What follows belongs to an exercise in optimizing a design on an open flow for small area and a short achievable clock period; a production flow would make more cautious choices.
Where RTL was checked, it was by simulation tests only, not by an equivalence proof against the original.
No driver is modelled on the clock port, so clocking that relies on it looks cheaper here than on a real chip.
No activity file was given, so power comes from the tool's default toggle rates.

==> flow/design.v <==
module sync_fifo_32x8 #(
  parameter DEPTH = 32,
  parameter WIDTH = 8
) (
  input clk, rst,
  input wr_en,
  input wire [WIDTH-1:0] din,
  output full,
  input rd_en,
  output reg [WIDTH-1:0] dout,
  output empty
);
  reg [WIDTH-1:0] fifo [0:DEPTH-1];
  reg [4:0] wr_ptr, rd_ptr;
  reg [7:0] rd_lo;             
  reg [3:0] rd_hi;             
  reg full_r, nempty_r;
  reg [7:0] wr_lo;             
  reg [3:0] wr_hi;             
  reg rd_byp;
  reg [WIDTH-1:0] wr_data;
  function [4:0] succ;
    input [4:0] p;
    succ = {p[3:0], p[4] ^ p[2] ^ (p[3:0] == 4'b0000)};
  endfunction
  wire [4:0] wr_nxt = succ(wr_ptr);
  wire [4:0] rd_nxt = succ(rd_ptr);
  wire almost_full  = (wr_nxt == rd_ptr);    
  wire almost_empty = (rd_nxt == wr_ptr);    
  wire wa = wr_en & ~full_r;
  wire ra = rd_en & nempty_r;
  wire [4:0] rd_new  = ra ? rd_nxt : rd_ptr;
  wire [7:0] lo_nxt = 8'd1 << rd_nxt[2:0];
  wire [3:0] hi_nxt = 4'd1 << rd_nxt[4:3];
  wire [3:0] hi_cur = 4'd1 << rd_ptr[4:3];
  wire       byp_new = wa & (~nempty_r | (almost_empty & ra));
  reg [WIDTH-1:0] rdata;
  integer i, j;
  always @* begin
    rdata = wr_data & {WIDTH{rd_byp}};
    for (i = 0; i < DEPTH; i = i + 1)
      rdata = rdata | (fifo[i] & {WIDTH{rd_hi[i >> 3] & rd_lo[i & 7]}});
  end
  always @(posedge clk or posedge rst) begin
    if (rst) begin
      wr_ptr   <= 5'd0;
      rd_ptr   <= 5'd0;
      rd_lo    <= 8'd1;
      rd_hi    <= 4'd1;
      full_r   <= 1'b0;
      nempty_r <= 1'b0;
      wr_hi    <= 4'd0;
      rd_byp   <= 1'b0;
      dout     <= {WIDTH{1'b0}};
    end else begin
      if (wa) wr_ptr <= wr_nxt;
      rd_ptr   <= rd_new;
      if (ra) rd_lo <= lo_nxt;
      rd_hi    <= (ra ? hi_nxt : hi_cur) & {4{~byp_new}};
      rd_byp   <= byp_new;
      wr_hi    <= wa ? (4'd1 << wr_ptr[4:3]) : 4'd0;
      if (ra) dout <= rdata;
      full_r   <= full_r ? ~ra : (almost_full & wa & ~ra);
      nempty_r <= nempty_r ? ~(almost_empty & ra & ~wa) : wa;
    end
  end
  always @(posedge clk) begin
    wr_data <= din;
    wr_lo   <= 8'd1 << wr_ptr[2:0];
    for (j = 0; j < DEPTH; j = j + 1)
      if (wr_hi[j >> 3] & wr_lo[j & 7]) fifo[j] <= wr_data;
  end
  assign full  = full_r;
  assign empty = ~nempty_r;
endmodule
export LEC_CHECK = 0
export CAP_MARGIN = 20
export CORE_MARGIN = 2
export CORE_UTILIZATION = 40
export CTS_CLUSTER_DIAMETER = 60
export CTS_CLUSTER_SIZE = 40
export PLACE_DENSITY = 0.6
export SETUP_SLACK_MARGIN = 1.5
export SLEW_MARGIN = 20
create_clock -name core_clock -period 3.3 [get_ports {clk}]
standard.sh (not shown) runs the stock make flow with config.mk's settings and CLKGATE_MAP_FILE= SYNTH_SCRIPT=/design/flow/synth_recipe.tcl, a recipe that flattens the netlist after the stock synthesis.
==> flow/flow/run.sh <==
#!/bin/bash
# Own layout flow: the standard ORFS flow with three changes.
#  - The platform's don't-use list is extended by flow/dont_use.txt's extra
#    cells (a slow single-size gate and the delay cells), for synthesis,
#    port buffering and repair.
#  - The CTS step's repair is replaced by flow/post_cts.tcl, which drops the
#    clock tree's root buffer (the clock port then drives the tree's two
#    first-level buffers) and repairs timing in a few passes.
# Each step's output goes to its own log here; ORFS's per-tool logs are under
# orfs/logs/.
set -euo pipefail
W=$PWD
DU="$(tr '\n' ' ' < "$W/flow/dont_use.txt")"
bash standard.sh synth "DONT_USE_CELLS=$DU" > "$W/run_synth.log" 2>&1
bash standard.sh floorplan place "DONT_USE_CELLS=$DU" > "$W/run_place.log" 2>&1
bash standard.sh cts "DONT_USE_CELLS=$DU" SKIP_CTS_REPAIR_TIMING=1 "POST_CTS_TCL=$W/flow/post_cts.tcl" > "$W/run_cts.log" 2>&1
bash standard.sh finish "DONT_USE_CELLS=$DU" SKIP_CTS_REPAIR_TIMING=1 "POST_CTS_TCL=$W/flow/post_cts.tcl" > "$W/run_finish.log" 2>&1
Other scripts of this flow, unchanged in this note and not shown: flow/flow/dont_use.txt, flow/flow/post_cts.tcl
Then changed:
--- a/flow/design.v
+++ b/flow/design.v
@@ -29,11 +29,8 @@
   wire almost_empty = (rd_nxt == wr_ptr);    
   wire wa = wr_en & ~full_r;
   wire ra = rd_en & nempty_r;
   wire [4:0] rd_new  = ra ? rd_nxt : rd_ptr;
-  wire [7:0] lo_nxt = 8'd1 << rd_nxt[2:0];
-  wire [3:0] hi_nxt = 4'd1 << rd_nxt[4:3];
-  wire [3:0] hi_cur = 4'd1 << rd_ptr[4:3];
   wire       byp_new = wa & (~nempty_r | (almost_empty & ra));
   reg [WIDTH-1:0] rdata;
   integer i, j;
   always @* begin
@@ -54,10 +51,10 @@
       dout     <= {WIDTH{1'b0}};
     end else begin
       if (wa) wr_ptr <= wr_nxt;
       rd_ptr   <= rd_new;
-      if (ra) rd_lo <= lo_nxt;
-      rd_hi    <= (ra ? hi_nxt : hi_cur) & {4{~byp_new}};
+      rd_lo    <= 8'd1 << rd_new[2:0];
+      rd_hi    <= byp_new ? 4'd0 : (4'd1 << rd_new[4:3]);
       rd_byp   <= byp_new;
       wr_hi    <= wa ? (4'd1 << wr_ptr[4:3]) : 4'd0;
       if (ra) dout <= rdata;
       full_r   <= full_r ? ~ra : (almost_full & wa & ~ra);
Register-to-register slack improves by 0.04 ns.
Sequential power went down by a few percent.
Worst setup slack improves by 0.039 ns.
Flip-flop and latch count does not change.
Core utilization went down by 0.17 points.
Area after synthesis went down slightly.
Power went down by a few percent.
Die area went down slightly.
Non-clock buffer count went up by 9.
Via count is about the same.
Clock power went down by roughly a tenth.
Synthesized cell count went up slightly.
Global-route usage went up by 0.25 points.
No functional check of the RTL was part of the first run of this note.

port drivers added, routing unchanged:
No port has a modelled driver above. Below, the same layouts with a new extraction and two added sets of constraints. Step 1 sets driving cells, clkbuf_16 on the clock port and buf_2 on the other inputs (assumed; they add their load-dependent delay and slew). Step 2 also shifts input and output timing later by t, the mid clock arrival at the registers, as if the neighbouring blocks saw the same clock. Slacks: ideal / step 1 / step 2; pairs: ideal / step 1.
run | t, ns | slack for setup (ns) | hold slack, ns | clock arrival spread, ns | worst register clock-pin slew, ns
the first run | 0.456 | 1.450 / 1.450 / 1.242 | 0.298 / 0.255 / 0.559 | 0.021 / 0.022 | 0.09 / 0.09
the second run | 0.456 | 1.489 / 1.490 / 1.198 | 0.244 / 0.204 / 0.580 | 0.025 / 0.024 | 0.11 / 0.11
After both steps every run listed still meets setup and hold. The setup slack of the second run, which loses most, moves by +0.001 ns with the drivers and by -0.291 ns with both steps.
